Source: an optimization exercise on an open RTL-to-GDS flow (aim: small area, a short achievable clock period and few clock cycles per item). Production flows keep margins and buffers that such runs may drop. Only simulation tests tie the RTL to the original design; equivalence was not proved. Power and IR drop assume default switching activity.

**run.sh**
```bash
#!/bin/bash
# synth_recipe.tcl (not shown) runs the flow's synth.tcl, then flattens the netlist and writes it again
# the make line also repeats each setting of config.mk as NAME=value (left out here)
make -C /OpenROAD-flow-scripts/flow DESIGN_CONFIG=/design/flow/config.mk WORK_HOME=/design/flow/orfs CLKGATE_MAP_FILE= SYNTH_SCRIPT=/design/flow/synth_recipe.tcl finish
```
**config.mk**
```make
export PLATFORM = sky130hd
export DESIGN_NAME = mdu_rv64
export DESIGN_NICKNAME = mdu_rv64
export VERILOG_FILES = /design/flow/design.v
export SDC_FILE = /design/flow/constraint.sdc
export NUM_CORES = 4
export LEC_CHECK = 0
export CAP_MARGIN = 20
export CORE_MARGIN = 2
export CORE_UTILIZATION = 35
export PLACE_DENSITY = 0.5
export SETUP_SLACK_MARGIN = 0.3
export SLEW_MARGIN = 20
```
**constraint.sdc**
```tcl
create_clock -name core_clock -period 11.0 [get_ports {clk}]
set_input_delay 2.2000 -clock core_clock [delete_from_list [all_inputs] [get_ports {clk}]]
set_output_delay 2.2000 -clock core_clock [all_outputs]
set_load 0.01 [all_outputs]
```
**design.v**
```verilog
`timescale 1ns/1ps
`default_nettype none
module mdu_rv64 #(
    parameter int XLEN = 64
)(
    input  wire                 clk,
    input  wire                 rst_n,
    input  wire                 req_valid,
    output logic                req_ready,
    input  wire [XLEN-1:0]      rs1_data,
    input  wire [XLEN-1:0]      rs2_data,
    input  wire [2:0]           funct3,
    input  wire                 is_word_op,
    output logic                resp_valid,
    output logic [XLEN-1:0]     result
);
    localparam logic [2:0] F3_MUL    = 3'b000;
    localparam logic [2:0] F3_MULH   = 3'b001;
    localparam logic [2:0] F3_MULHSU = 3'b010;
    localparam logic [2:0] F3_MULHU  = 3'b011;
    localparam logic [2:0] F3_DIV    = 3'b100;
    localparam logic [2:0] F3_DIVU   = 3'b101;
    localparam logic [2:0] F3_REM    = 3'b110;
    localparam logic [2:0] F3_REMU   = 3'b111;
    localparam int W = 70;    
    typedef enum logic [2:0] {
        S_IDLE  = 3'd0,
        S_MIT   = 3'd1,    
        S_MEXT  = 3'd2,    
        S_PRE   = 3'd3,    
        S_ALN   = 3'd4,    
        S_DIT   = 3'd5,    
        S_FIN   = 3'd6     
    } state_t;
    state_t state;
    logic [65:0] X;      
    logic [63:0] Y;      
    logic [65:0] Z;      
    logic        bm1;    
    logic [6:0]  cnt;
    logic [6:0]  clzd;   
    logic [2:0]  f_q;
    logic        w_q;
    logic        dvd_neg, dvs_neg;
    wire is_div = f_q[2];
    wire s1 = (f_q == F3_MUL) || (f_q == F3_MULH) || (f_q == F3_MULHSU) ||
              (f_q == F3_DIV) || (f_q == F3_REM);
    wire s2 = (f_q == F3_MUL) || (f_q == F3_MULH) ||
              (f_q == F3_DIV) || (f_q == F3_REM);
    wire [63:0] xe = w_q ? {{32{s2 & X[31]}}, X[31:0]} : X[63:0];
    wire [63:0] ye = w_q ? {{32{s1 & Y[31]}}, Y[31:0]} : Y;
    wire        xe_neg = s2 & xe[63];
    wire        ye_neg = s1 & ye[63];
    logic [65:0] A;
    logic [2:0]  blo, bhi;      
    logic        zsel_y, zinv, zzero;
    always_comb begin
        A   = (state == S_MIT || state == S_MEXT) ? {{2{xe_neg}}, xe} : X;
        blo = 3'b000;
        bhi = 3'b000;
        zsel_y = 1'b0;
        zinv   = 1'b0;
        zzero  = 1'b0;
        case (state)
            S_MIT: begin
                blo = {Y[1], Y[0], bm1};
                bhi = {Y[3], Y[2], Y[1]};
            end
            S_MEXT: blo = 3'b010;                           
            S_DIT:  blo = dvs_neg ? 3'b010 : 3'b110;        
            S_PRE: begin                                    
                zsel_y = 1'b1;
                zinv   = ye_neg;
            end
            S_FIN: begin                                    
                zsel_y = ~f_q[1];
                zinv   = 1'b1;
            end
            default: zzero = 1'b1;
        endcase
    end
    function automatic [W-1:0] booth_pp(input [65:0] a, input [2:0] t, input hi);
        reg one, two, neg;
        reg [W-1:0] m;
        begin
            one = t[1] ^ t[0];
            two = (t == 3'b011) || (t == 3'b100);
            neg = t[2] & ~(t[1] & t[0]);
            m   = one ? {{(W-66){a[65]}}, a} : two ? {{(W-67){a[65]}}, a, 1'b0} : {W{1'b0}};
            if (hi) m = {m[W-3:0], 2'b00};
            booth_pp = neg ? ~m : m;
        end
    endfunction
    wire nlo = blo[2] & ~(blo[1] & blo[0]);
    wire nhi = bhi[2] & ~(bhi[1] & bhi[0]);
    wire [W-1:0] pp0 = booth_pp(A, blo, 1'b0);
    wire [W-1:0] pp1 = booth_pp(A, bhi, 1'b1);
    wire [65:0]  zraw = zzero ? 66'd0 : (zsel_y ? {{2{ye[63] & s1}}, ye} : Z);
    wire [W-1:0] zop = {{(W-66){zraw[65]}}, zraw} ^ {W{zinv}};
    wire [W-1:0] cs_s = zop ^ pp0 ^ pp1;
    wire [W-1:0] cs_c = {((zop[W-2:0] & pp0[W-2:0]) | (zop[W-2:0] & pp1[W-2:0]) |
                          (pp0[W-2:0] & pp1[W-2:0])), nlo};
    wire         cin  = nhi | zinv;
    wire [W-1:0] S    = cs_s + cs_c + {{(W-1){1'b0}}, cin};
    function automatic [6:0] clz64(input [63:0] v);
        reg [31:0] v5;
        reg [15:0] v4;
        reg [7:0]  v3;
        reg [3:0]  v2;
        reg [1:0]  v1;
        reg [5:0]  n;
        begin
            n[5] = ~|v[63:32];  v5 = n[5] ? v[31:0]  : v[63:32];
            n[4] = ~|v5[31:16]; v4 = n[4] ? v5[15:0] : v5[31:16];
            n[3] = ~|v4[15:8];  v3 = n[3] ? v4[7:0]  : v4[15:8];
            n[2] = ~|v3[7:4];   v2 = n[2] ? v3[3:0]  : v3[7:4];
            n[1] = ~|v2[3:2];   v1 = n[1] ? v2[1:0]  : v2[3:2];
            n[0] = ~v1[1];
            clz64 = (v == 64'd0) ? 7'd64 : {1'b0, n};
        end
    endfunction
    wire [63:0] dvs_abs1 = xe_neg ? ~xe : xe;
    wire [6:0]  clz_dvs  = clz64(dvs_abs1);
    wire [65:0] dvs_norm = {{2{xe_neg}}, xe} << clz_dvs;
    wire        dvs_zero = (xe == 64'd0);
    wire [6:0]  clz_dvd  = clz64(Z[63:0]);
    wire [7:0]  nsteps   = {1'b0, clzd} - {1'b0, clz_dvd};    
    wire        qzero    = nsteps[7];
    wire         qbit  = ~S[W-1];
    wire [63:0]  y_mul = {S[3:0], Y[63:4]};
    wire [63:0]  y_div = {Y[62:0], qbit};
    wire [65:0]  z_div = qbit ? S[65:0] : Z;
    wire [63:0]  rem_dvd = w_q ? {{32{Y[31]}}, Y[31:0]} : Y;    
    wire         need_neg = f_q[1] ? (s1 & dvd_neg) : (s1 & (dvd_neg ^ dvs_neg));
    wire         mulh_ext = ~w_q && (f_q == F3_MULHU) && Y[3];
    wire         wsign = (xe_neg ^ ye_neg) && (xe != 64'd0) && (ye != 64'd0);
    function automatic [63:0] wfix(input [63:0] v, input w);
        wfix = w ? {{32{v[31]}}, v[31:0]} : v;
    endfunction
    wire acc = req_valid && req_ready;
    always_ff @(posedge clk or negedge rst_n) begin
        if (!rst_n) begin
            state      <= S_IDLE;
            req_ready  <= 1'b1;
            resp_valid <= 1'b0;
        end else begin
            resp_valid <= 1'b0;
            case (state)
                S_IDLE: begin
                    if (acc) begin
                        req_ready <= 1'b0;
                        if (funct3[2])                          state <= S_PRE;
                        else if (is_word_op && funct3 != F3_MUL) state <= S_PRE;
                        else                                    state <= S_MIT;
                    end
                end
                S_MIT: if (cnt == 7'd0) begin
                    if (mulh_ext) state <= S_MEXT;
                    else begin
                        state <= S_IDLE; req_ready <= 1'b1; resp_valid <= 1'b1;
                    end
                end
                S_MEXT: begin
                    state <= S_IDLE; req_ready <= 1'b1; resp_valid <= 1'b1;
                end
                S_PRE: begin
                    if (!is_div || dvs_zero) begin
                        state <= S_IDLE; req_ready <= 1'b1; resp_valid <= 1'b1;
                    end else
                        state <= S_ALN;
                end
                S_ALN: begin
                    if (qzero) begin
                        state <= S_IDLE; req_ready <= 1'b1; resp_valid <= 1'b1;
                    end else
                        state <= S_DIT;
                end
                S_DIT: if (cnt == 7'd0) begin
                    if (need_neg) state <= S_FIN;
                    else begin
                        state <= S_IDLE; req_ready <= 1'b1; resp_valid <= 1'b1;
                    end
                end
                S_FIN: begin
                    state <= S_IDLE; req_ready <= 1'b1; resp_valid <= 1'b1;
                end
                default: begin
                    state <= S_IDLE; req_ready <= 1'b1;
                end
            endcase
        end
    end
    always_ff @(posedge clk) begin
        case (state)
            S_IDLE: begin
                X   <= {2'b00, rs2_data};
                Y   <= rs1_data;
                Z   <= '0;
                bm1 <= 1'b0;
                f_q <= funct3;
                w_q <= is_word_op;
                cnt <= is_word_op ? 7'd7 : 7'd15;
            end
            S_MIT: begin
                Z   <= S[69:4];
                Y   <= y_mul;
                bm1 <= Y[3];
                cnt <= cnt - 7'd1;
                if (cnt == 7'd0)
                    result <= (f_q == F3_MUL) ? wfix(w_q ? y_mul[63:32] : y_mul, w_q)
                                              : S[67:4];
            end
            S_MEXT: result <= S[63:0];
            S_PRE: begin
                Z       <= S[65:0];
                X       <= dvs_norm;
                clzd    <= clz_dvs;
                dvd_neg <= ye_neg;
                dvs_neg <= xe_neg;
                if (!is_div)
                    result <= {64{wsign}};
                else
                    result <= f_q[1] ? rem_dvd : 64'hFFFF_FFFF_FFFF_FFFF;
            end
            S_ALN: begin
                X      <= $signed(X) >>> clz_dvd;
                Y      <= '0;
                cnt    <= nsteps[6:0];
                result <= f_q[1] ? rem_dvd : 64'd0;
            end
            S_DIT: begin
                Z   <= z_div;
                Y   <= y_div;
                X   <= $signed(X) >>> 1;
                cnt <= cnt - 7'd1;
                if (cnt == 7'd0)
                    result <= wfix(f_q[1] ? z_div[63:0] : y_div, w_q);
            end
            S_FIN: result <= wfix(S[63:0], w_q);
            default: ;
        endcase
    end
endmodule
```
==> flow_metrics.env <==
export IMPL_crit_type="flop to flop"
export IMPL_yosys_most_used_dff="edfxtp_1"
export IMPL_drc=0
export IMPL_cts_resized=0
export IMPL_cts_tree="yes"
export IMPL_syn_num_nets=5272
export IMPL_place_area_mm2=0.0429
export IMPL_worstSetupEndpointType="flop"
export IMPL_drtIter0Drc=6776
export IMPL_final_common_cell="nand2_1"
export IMPL_cts_hold_buf=0
export IMPL_tightest_slew_ns=1.15
export IMPL_clk_transition_reported_paths_ns=0.06
export IMPL_p_per_area_mw_per_mm2=93.4
export IMPL_synth_seq_cells=286
export IMPL_avgSynthCellArea_um2=7.91
export IMPL_die_area_mm2=0.115
export IMPL_core_area_mm2=0.112
export IMPL_required_ns=11.29
export IMPL_cp_arrival_ns=9.43
export IMPL_fin_crit_sh_pct=83.1
export IMPL_min_path_type="flop to flop"
export IMPL_rr_startpoint="state[1]"
export IMPL_insertion_delay_ns=0.64
export IMPL_drt_pre_antenna_iters=9
export IMPL_critPathMaxFanout=48
export IMPL_startpoint="state[1]"
export IMPL_grt_pass1_vias=41600
export IMPL_clkSinkCount=286
export IMPL_pwr_share_clk_pct=34.1
export IMPL_startpoint_type="flop"
export IMPL_fp_dieH_um=339
export IMPL_postLayoutCellArea_mm2=0.0442
export IMPL_vdd_ir_drop_worst_uv=105
export IMPL_max_stage_delay_ns=0.74
export IMPL_grt_use_total_pct=37.0
export IMPL_die_w_um=339
export IMPL_cts_setup_buffers=0
export IMPL_hold_violations=0
export IMPL_p_sw_share_pct=40.3
export IMPL_async_flop_share_pct=1.75
export IMPL_pwr_share_comb_pct=34.2
export IMPL_p_int_mw=2.47
export IMPL_synth_area_mm2=0.0394
export IMPL_htree_num_levels=2
export IMPL_period_needed_ns=9.14
export IMPL_drive_above_1_share_pct=8.62
export IMPL_num_vias=44200
export IMPL_relSlewSlack_pct=22.4
export IMPL_initial_core_util_pct=35.2
export IMPL_min_delay_start="req_ready"
export IMPL_tns_ns=0
export IMPL_antenna_left=0
export IMPL_rows=123
export IMPL_setup_viol=0
export IMPL_synth_edff_count=281
export IMPL_viasPerCell=6.87
export IMPL_fin_worst_skew_ns=0.0599
export IMPL_grt_first_pass_wirelength_um=314000
export IMPL_outcome="complete, no violations"
export IMPL_port_buffers=200
export IMPL_p_leak_nw=16.9
export IMPL_hpwl_um=161000
export IMPL_ys_warnings_count=1
export IMPL_layout_common_cells="nand2_1, a21oi_1, mux2i_1, o21ai_0, nor2_1"
export IMPL_fmax_mhz=109
export IMPL_p_sw_mw=1.66
export IMPL_ys_seq_area_share_pct=21.7
export IMPL_crit_slowest_cell="nor2_1"
export IMPL_clockBufferDepth=3
export IMPL_synth_cell_types=111
export IMPL_rsz0062_at_grt="false"
export IMPL_slew_viol_final=0
export IMPL_routabilityCongestion=1.06
export IMPL_power_frac_seq_pct=31.7
export IMPL_antenna_found_initial=7
export IMPL_totalWireLength_um=223000
export IMPL_nets=5194
export IMPL_syn_to_final_growth_pct=12.2
export IMPL_grt_max_degree=130
export IMPL_gr_total_overflow=0
export IMPL_cap_viol_max_count=0
export IMPL_ctsRootBufferMaster="clkbuf_16"
export IMPL_cts_buffers=40
export IMPL_wl_per_cell_um=34.7
export IMPL_boundaryPins=201
export IMPL_synthesis_instances=4979
cell families after synthesis:
kind of cell | after synthesis | share of synthesized area [%]
AO/OA/AOI/OAI | 1861 | 31.0
AND/OR/NAND/NOR | 1316 | 15.5
buffers and inverters | 600 | 6.14
multiplexers | 475 | 13.0
flip-flops | 286 | 21.7
XOR/XNOR | 283 | 6.29
adder cells (fa/ha/maj) | 158 | 6.39
layer usage:
| metal | global-route usage [%] | part of all wire (%) |
|---|---|---|
| met1 | 48.8 | 39 |
| met2 | 55.3 | 42 |
| met3 | 7.20 | 11 |
| met4 | 23.3 | 7.7 |
| met5 | 0 | 0.019 |
path summary, 6_finish.rpt:
| check | end | slack, ns | depth (start not counted) |
|---|---|---|---|
| worst max register to register | Z[65] | 1.86 | 29 |
| max in group asynchronous | req_ready | 8.94 | 1 |
| worst min register to register | req_ready | 0.57 | 2 |
| min in group asynchronous | state[2] | 1.80 | 1 |
| worst min-delay path | req_ready | 0.57 | 2 |
| worst max-delay path | Z[65] | 1.86 | 29 |
power groups by stage:
| stage | combinational, mW | clock (mW) | sequential (mW) |
|---|---|---|---|
| 3_3_place_gp | 1.35 | 0 | 1.33 |
| 2_1_floorplan | 0.840 | 0 | 1.26 |
| 4_1_cts | 1.34 | 1.41 | 1.30 |
| 6_report | 1.41 | 1.41 | 1.31 |
| 5_1_grt | 1.44 | 1.44 | 1.31 |
| 3_5_place_dp | 1.33 | 0 | 1.32 |
state kept, by name, indices dropped and copies added, names as in the netlist:
name        count
result         64
f_q             3
X              66
dvs_neg         1
cnt             7
clzd            7
dvd_neg         1
bm1             1
Z              66
w_q             1
state           3
resp_valid      1
Y              64
req_ready       1
synth_stat cells, types with 16 or more instances:
| master | instances | area (um^2) |
|---|---|---|
| a211o_1 | 25 | 219 |
| a211oi_1 | 74 | 556 |
| a21o_1 | 84 | 631 |
| a21oi_1 | 412 | 2060 |
| a221oi_1 | 27 | 236 |
| a22o_1 | 16 | 140 |
| a22oi_1 | 218 | 1640 |
| a31oi_1 | 48 | 300 |
| and3_1 | 33 | 206 |
| buf_1 | 65 | 244 |
| buf_2 | 53 | 265 |
| clkbuf_1 | 364 | 1370 |
| edfxtp_1 | 281 | 8440 |
| fa_1 | 72 | 1440 |
| ha_1 | 86 | 1080 |
| inv_1 | 90 | 338 |
| mux2_2 | 60 | 676 |
| mux2i_1 | 392 | 3920 |
| mux4_2 | 20 | 450 |
| nand2_1 | 486 | 1820 |
| nand2b_1 | 26 | 163 |
| nand3_1 | 127 | 636 |
| nand4_1 | 56 | 350 |
| nor2_1 | 301 | 1130 |
| nor2b_1 | 44 | 275 |
| nor3_1 | 97 | 485 |
| nor4_1 | 50 | 313 |
| o211ai_1 | 94 | 706 |
| o21a_1 | 24 | 180 |
| o21ai_0 | 395 | 1980 |
| o21ai_1 | 18 | 90.1 |
| o21bai_1 | 23 | 173 |
| o221ai_1 | 65 | 569 |
| o22ai_1 | 137 | 857 |
| o31ai_1 | 17 | 128 |
| or3_1 | 21 | 131 |
| xnor2_1 | 206 | 1800 |
| xor2_1 | 77 | 674 |
through the flow:
stage	hold slack [ns]	power [mW]	util (%)	std cells	worst slack, ns
2_1_floorplan	0.527	2.10	-	4979	3.00
3_3_place_gp	0.528	2.67	38.3	6359	2.38
3_5_place_dp	0.552	2.66	38.3	6359	2.14
4_1_cts	0.568	4.05	39.4	6433	2.08
5_1_grt	0.599	4.19	39.4	6433	1.34
6_report	0.571	4.13	39.5	6435	1.86
worst max-delay path: cells and delay by family (launching register included):
family / cells / cell delay [ns]
compound gates: 12 / 3.43
buf+inv: 6 / 1.43
fa+ha+maj: 4 / 1.27
simple gates: 5 / 1.24
xor+xnor: 2 / 0.97
flops: 1 / 0.44
layout make-up:
| class | count | area [um^2] |
|---|---|---|
| well taps | 1500 | 1880 |
| fillers | 11700 | 67800 |
| diodes | 2 | 5.00 |
| repair buffers | 381 | 3420 |
| multi-input cells | 4093 | 28600 |
| clock buffers | 50 | 1040 |
| inverters | 99 | 374 |
| clock inverters | 24 | 297 |
| flip-flops and latches | 286 | 8570 |
Testbench counts, summed over its fixed seeds: cycles 25,156, items 2,400.

==> separate check: timing with driven ports <==
Ports are ideal in the flow. The routed layout listed here was re-timed in OpenROAD.
Step 1 (the two cells are an assumption about what drives the block):
set clk [get_ports {clk}]
set_driving_cell -lib_cell sky130_fd_sc_hd__clkbuf_16 $clk
set_driving_cell -lib_cell sky130_fd_sc_hd__buf_2 [delete_from_list [all_inputs] $clk]
Step 2 times the ports against the registers' clock, not the clock port: input delays grow and output delays shrink by t, the midpoint of the rising clock arrivals with the driver on.
a / b / c = no drivers / after step 1 / after step 2; a / b = the first two.
shift t [ns]: 0.686
slack for setup (ns): 1.864 / 1.864 / 1.864
cell pins on the clock port's net: 1
After both steps this run still meets setup and hold. The setup slack of this run moves by 0.000 ns with the drivers and by 0.000 ns with both steps.
